This is an optimization exercise on Yosys and OpenROAD, whose aim is small area and a short achievable clock period, not a production implementation.
Only simulation tests tie the RTL to the original design; equivalence was not proved.

## maxtrix
module maxtrix (
	input clk,
	input [4:0] e12_in,e13_in,e14_in,e21_in,e23_in,e24_in,e31_in,e32_in,e34_in,
	input set,
	input start,
	input rst_n,
	input [31:0] xp,xs,xl,xti,
	output logic [7:0] xn,
	output logic done,
	output logic [31:0] xpn,xsn,xln,xtin
);
	logic [4:0] e12,e13,e14,e21,e23,e24,e31,e32,e34;
	wire d_sp_p0;
	wire d_sp_g0;
	wire d_sp_p1;
	wire d_sp_g1;
	wire d_sp_p2;
	wire d_sp_g2;
	wire d_sp_p3;
	wire d_sp_g3;
	wire d_sp_p4;
	wire d_sp_g4;
	wire d_sp_p5;
	wire d_sp_g5;
	wire d_sp_p6;
	wire d_sp_g6;
	wire d_sp_p7;
	wire d_sp_g7;
	wire d_sp_p8;
	wire d_sp_g8;
	wire d_sp_p9;
	wire d_sp_g9;
	wire d_sp_p10;
	wire d_sp_g10;
	wire d_sp_p11;
	wire d_sp_g11;
	wire d_sp_p12;
	wire d_sp_g12;
	wire d_sp_p13;
	wire d_sp_g13;
	wire d_sp_p14;
	wire d_sp_g14;
	wire d_sp_p15;
	wire d_sp_g15;
	wire d_sp_p16;
	wire d_sp_g16;
	wire d_sp_p17;
	wire d_sp_g17;
	wire d_sp_p18;
	wire d_sp_g18;
	wire d_sp_p19;
	wire d_sp_g19;
	wire d_sp_p20;
	wire d_sp_g20;
	wire d_sp_p21;
	wire d_sp_g21;
	wire d_sp_p22;
	wire d_sp_g22;
	wire d_sp_p23;
	wire d_sp_g23;
	wire d_sp_p24;
	wire d_sp_g24;
	wire d_sp_p25;
	wire d_sp_g25;
	wire d_sp_p26;
	wire d_sp_g26;
	wire d_sp_p27;
	wire d_sp_g27;
	wire d_sp_p28;
	wire d_sp_g28;
	wire d_sp_p29;
	wire d_sp_g29;
	wire d_sp_p30;
	wire d_sp_g30;
	wire d_sp_p31;
	wire d_sp_g31;
	wire d_sp_G0_1;
	wire d_sp_P0_1;
	wire d_sp_G0_3;
	wire d_sp_P0_3;
	wire d_sp_G0_5;
	wire d_sp_P0_5;
	wire d_sp_G0_7;
	wire d_sp_P0_7;
	wire d_sp_G0_9;
	wire d_sp_P0_9;
	wire d_sp_G0_11;
	wire d_sp_P0_11;
	wire d_sp_G0_13;
	wire d_sp_P0_13;
	wire d_sp_G0_15;
	wire d_sp_P0_15;
	wire d_sp_G0_17;
	wire d_sp_P0_17;
	wire d_sp_G0_19;
	wire d_sp_P0_19;
	wire d_sp_G0_21;
	wire d_sp_P0_21;
	wire d_sp_G0_23;
	wire d_sp_P0_23;
	wire d_sp_G0_25;
	wire d_sp_P0_25;
	wire d_sp_G0_27;
	wire d_sp_P0_27;
	wire d_sp_G0_29;
	wire d_sp_P0_29;
	wire d_sp_G0_31;
	wire d_sp_P0_31;
	wire d_sp_G1_2;
	wire d_sp_P1_2;
	wire d_sp_G1_3;
	wire d_sp_P1_3;
	wire d_sp_G1_6;
	wire d_sp_P1_6;
	wire d_sp_G1_7;
	wire d_sp_P1_7;
	wire d_sp_G1_10;
	wire d_sp_P1_10;
	wire d_sp_G1_11;
	wire d_sp_P1_11;
	wire d_sp_G1_14;
	wire d_sp_P1_14;
	wire d_sp_G1_15;
	wire d_sp_P1_15;
	wire d_sp_G1_18;
  ...
export LEC_CHECK = 0
export ABC_AREA = 1
export CAP_MARGIN = 20
export CORE_MARGIN = 2
export CORE_UTILIZATION = 58
export CTS_CLUSTER_SIZE = 30
export SETUP_SLACK_MARGIN = 4.2
export SLEW_MARGIN = 20
export SYNTH_HIERARCHICAL = 1
export SYNTH_MINIMUM_KEEP_SIZE = 0
create_clock -name core_clock -period 13.0 [get_ports {clk}]
standard.sh (not shown) runs the stock make flow with config.mk's settings and CLKGATE_MAP_FILE= SYNTH_SCRIPT=/design/flow/synth_recipe.tcl, a recipe that flattens the netlist after the stock synthesis.
==> flow/flow/run.sh <==
#!/bin/bash
# Own layout flow: the standard layout (standard.sh, unchanged synthesis), with the port
# buffers that global placement inserts made from sky130_fd_sc_hd__buf_1 instead of the
# default delay-buffer cell. Every port still gets its own buffer.
set -euo pipefail
export BUFFER_PORTS_ARGS="-buffer_cell sky130_fd_sc_hd__buf_1"
bash standard.sh "BUFFER_PORTS_ARGS=$BUFFER_PORTS_ARGS" finish > standard_flow.log 2>&1
The starting point ran to the end with no violations.
==> next run, changes <==
--- a/flow/flow/run.sh
+++ b/flow/flow/run.sh
@@ -3 +3 @@
-# buffers that global placement inserts made from sky130_fd_sc_hd__buf_1 instead of the
+# buffers that global placement inserts made from sky130_fd_sc_hd__buf_2 instead of the
@@ -6 +6 @@
-export BUFFER_PORTS_ARGS="-buffer_cell sky130_fd_sc_hd__buf_1"
+export BUFFER_PORTS_ARGS="-buffer_cell sky130_fd_sc_hd__buf_2"
CTS_CLUSTER_SIZE = not set   (was 30)
SETUP_SLACK_MARGIN = 4   (was 4.2)
What happened: Wire length falls by 2.2%; die area is unchanged; cell area falls by 1.6%; critical path depth falls by 4; sequential share of layout area rises by 0.12 points; cell count falls by 0.71%; worst hold slack got worse by 0.012 ns.
==> next run, changes <==
--- a/flow/flow/run.sh
+++ b/flow/flow/run.sh
@@ -3 +3 @@
-# buffers that global placement inserts made from sky130_fd_sc_hd__buf_2 instead of the
+# buffers that global placement inserts made from sky130_fd_sc_hd__buf_1 instead of the
@@ -6 +6 @@
-export BUFFER_PORTS_ARGS="-buffer_cell sky130_fd_sc_hd__buf_2"
+export BUFFER_PORTS_ARGS="-buffer_cell sky130_fd_sc_hd__buf_1"
Result:
- The changed run completed with no timing, DRC or antenna violations
- routed wire length went up by 1.1%
- clock-buffer cell count drops by 1
- worst setup slack gets worse by 0.028 ns
- cell area falls by 0.38%
- area after synthesis does not change
==> next run, changes <==
CORE_UTILIZATION = 50   (was 58)
SETUP_SLACK_MARGIN = not set   (was 4)
Outcome:
- global-route usage drops by 4.6 points
- critical path depth went up by 12
- clock skew goes down by 0.0099 ns
- via count drops by 2.3%
- first-iteration DRC count shrinks by 12%
- cell count grows by 1.2%
- fmax is lower by 7.7%

port drivers added, routing unchanged:
Ports are ideal in the flow. The routed layouts listed here were re-timed in OpenROAD. Step 1, drivers: a clkbuf_16 drives clk and a buf_2 each remaining input, both assumed. Step 2 adds t to the input delays and takes it off the output delays; t is the mean of the earliest and latest rising clock arrival at the registers after step 1. Input paths then give back, and output paths get back, about the clock's delay inside the block. a / b / c = ideal / step 1 / step 2; a / b = the first two.
run	t (ns)	setup slack, ns	worst hold slack (ns)
the first run	0.625	4.273 / 4.199 / 3.573	0.485 / 0.485 / 0.485
the second run	0.621	4.154 / 3.990 / 3.369	0.473 / 0.473 / 0.473
the third run	0.621	4.126 / 4.113 / 3.492	0.485 / 0.485 / 0.485
the fourth run	0.615	3.384 / 3.372 / 2.757	0.480 / 0.480 / 0.480
After both steps every run listed still meets setup and hold. The setup slack of the second run, which loses most, moves by -0.164 ns with the drivers and by -0.785 ns with both steps.
